What follows belongs to an exercise in optimizing a design on an open flow for small area; a production flow would make more cautious choices.
Function was checked by simulation only, so behaviour that the tests miss may differ from the original.
Power is estimated from default activity; no workload was simulated.

## Main
module Main(
	input clk,
	input reset,
	input izq,
	input der,
	input fire,
	input reload,
	output [1:0]red_out,
	output [1:0]green_out,
	output [1:0]blue_out,
	output hsync,
	output vsync,
	output reg [7:0]led,
	output shouldFinish,
	output [3:0]data_sound
	);
Size: roughly 3,200 cells after synthesis, roughly 470 flip-flops.
clock: 20.0 ns
lec_check: 0
cap_margin: 20
core_margin: 2
core_utilization: 40
cts_buf_list: sky130_fd_sc_hd__clkbuf_16
cts_cluster_diameter: 60
cts_cluster_size: 25
slew_margin: 20
synth_memory_max_bits: 16384
standard.sh (not shown) runs the stock make flow with config.mk's settings and CLKGATE_MAP_FILE= SYNTH_SCRIPT=/design/flow/synth_recipe.tcl, a recipe that flattens the netlist after the stock synthesis.
==> flow/flow/run.sh <==
#!/bin/bash
# Own layout flow: the standard flow (standard.sh, unchanged synthesis),
# with clock tree synthesis run without dummy loads and with sinks clustered
# 28 to a clkbuf_16 leaf buffer within 70 um.
set -euo pipefail
CTS="-sink_clustering_enable -repair_clock_nets -dont_use_dummy_load -sink_clustering_size 28 -sink_clustering_max_diameter 70 -buf_list sky130_fd_sc_hd__clkbuf_16"
bash standard.sh "CTS_ARGS=$CTS" finish > layout.log 2>&1
The first run produced a clean layout.
Rerun with:
==> flow/run.sh (new file) <==
#!/bin/bash
# synth_recipe.tcl (not shown) runs the flow's synth.tcl, then flattens the netlist and writes it again
# the make line also repeats each setting of config.mk as NAME=value (left out here)
make -C /OpenROAD-flow-scripts/flow DESIGN_CONFIG=/design/flow/config.mk WORK_HOME=/design/flow/orfs CLKGATE_MAP_FILE= SYNTH_SCRIPT=/design/flow/synth_recipe.tcl finish
removed: flow/flow/run.sh
removed: flow/standard.sh
Result: Register-to-register slack improves by 0.03 ns; worst setup slack gains 0.070 ns; final cell count is higher by 1.1%; final area grows by 2.5%; critical path depth is unchanged; clock-buffer cell count came out higher by 7.

========
Main, a different RTL version from the one above (not shown whole).
Size: ~480 flip-flops.
Settings: LEC_CHECK=0, CAP_MARGIN=20, CORE_MARGIN=2, CORE_UTILIZATION=40, CTS_BUF_LIST=sky130_fd_sc_hd__clkbuf_16, CTS_CLUSTER_DIAMETER=60, CTS_CLUSTER_SIZE=25, SLEW_MARGIN=20, SYNTH_MEMORY_MAX_BITS=16384; clock period 20.0 ns.
==> flow/flow/run.sh <==
#!/bin/bash
# Own layout flow: the standard flow (standard.sh) with two changes.
# - Synthesis is the standard flow's (synth_recipe.tcl and ORFS's synth.tcl, otherwise
#   unchanged), but ABC maps the logic with flow/abc.script, an area-oriented
#   script (relaxed delay target, area-flow and exact-area rounds, mfs3 area
#   resubstitution, no buffering or upsizing); the clock period leaves ample
#   slack. Registers are mapped before ABC runs, so they are the standard
#   synthesis's.
# - Clock tree synthesis runs without dummy loads, with sinks clustered 28 to
#   a clkbuf_16 leaf buffer within 70 um.
# - Every input and output port still gets its buffer, but a buf_1 (the
#   outputs drive 0.01 pF and timing has ample slack).
# Each tool's output goes to layout.log here and to ORFS's logs in orfs/logs.
set -euo pipefail
HERE=$(pwd)
sed "s#^  log_cmd abc {\*}\$abc_args\$#  lset abc_args 1 $HERE/flow/abc.script\n  log_cmd abc {*}\$abc_args#" "$FLOW_HOME/scripts/synth.tcl" > flow_synth.tcl
grep -q "lset abc_args 1 $HERE/flow/abc.script" flow_synth.tcl
sed "s#\$::env(SCRIPTS_DIR)/synth.tcl#$HERE/flow_synth.tcl#" synth_recipe.tcl > flow_synth_recipe.tcl
grep -q "$HERE/flow_synth.tcl" flow_synth_recipe.tcl
CTS="-sink_clustering_enable -repair_clock_nets -dont_use_dummy_load -sink_clustering_size 28 -sink_clustering_max_diameter 70 -buf_list sky130_fd_sc_hd__clkbuf_16"
bash standard.sh "SYNTH_SCRIPT=$HERE/flow_synth_recipe.tcl" "CTS_ARGS=$CTS" \
	"BUFFER_PORTS_ARGS=-buffer_cell sky130_fd_sc_hd__buf_1" finish > layout.log 2>&1
==> flow/flow/abc.script <==
&get -n
&st
&syn2
&dch -f
&nf -R 1000 -F 8 -A 4
&st
&synch2
&dch -f
&nf -R 1000 -F 8 -A 4
&st
&synch2
&dch -f
&nf -R 1000 -F 8 -A 4
&put
mfs3 -a
topo
stime -c
dnsize -c
Change:
--- a/flow/flow/run.sh
+++ b/flow/flow/run.sh
@@ -9,3 +9,4 @@
 # - Clock tree synthesis runs without dummy loads, with sinks clustered 28 to
-#   a clkbuf_16 leaf buffer within 70 um.
+#   a clkbuf_16 leaf buffer within 70 um, a clkbuf_4 root and clkbuf_8 tree
+#   buffers.
 # - Every input and output port still gets its buffer, but a buf_1 (the
@@ -19,3 +20,3 @@
 grep -q "$HERE/flow_synth.tcl" flow_synth_recipe.tcl
-CTS="-sink_clustering_enable -repair_clock_nets -dont_use_dummy_load -sink_clustering_size 28 -sink_clustering_max_diameter 70 -buf_list sky130_fd_sc_hd__clkbuf_16"
+CTS="-sink_clustering_enable -repair_clock_nets -dont_use_dummy_load -sink_clustering_size 28 -sink_clustering_max_diameter 70 -buf_list sky130_fd_sc_hd__clkbuf_16 -root_buf sky130_fd_sc_hd__clkbuf_4 -tree_buf sky130_fd_sc_hd__clkbuf_8"
 bash standard.sh "SYNTH_SCRIPT=$HERE/flow_synth_recipe.tcl" "CTS_ARGS=$CTS" \
The new run finished clean.
Total power fell by 1.8%.
Sequential power hardly moves.
Maximum frequency is higher by 2.2%.
Hold slack stays flat.
Non-clock buffer count is unchanged.
Clock-buffer cell count is unchanged.
Combinational power barely changes.
Synthesized cell count stays the same.
Sequential share of layout area grows by 0.11 points.
Global-route usage barely changes.
Setup slack gets better by 0.24 ns.

separate check: timing with driven ports:
The flow's constraints put no driver on any port. The routed layouts listed below were extracted and timed again, unchanged, in two steps. Step 1 sets driving cells, clkbuf_16 on the clock port and buf_2 on the other inputs (assumed; they add their load-dependent delay and slew). Step 2 times the ports against the registers' clock, not the clock port: input delays grow and output delays shrink by t, the midpoint of the rising clock arrivals with the driver on. Three values: ideal ports, drivers, drivers and shift; two values: the first two.
run	t, ns	slack for setup (ns)	worst setup path at the end	worst data-port slew with drivers (ns)	pins driven straight from the clock port
the first run of note 1	0.627	9.241 / 9.281 / 8.654	input to register	0.04	1
the second run of note 1	0.679	9.311 / 9.350 / 8.671	input to register	0.04	1
the first run of note 2	0.618	8.821 / 8.852 / 8.234	input to register	0.10	1
the second run of note 2	0.917	9.066 / 9.094 / 8.177	input to register	0.10	1
After both steps setup and hold are still met in every run listed. For the second run of note 2, which loses most, drivers alone change the setup slack by +0.028 ns; drivers and shift together by -0.889 ns.
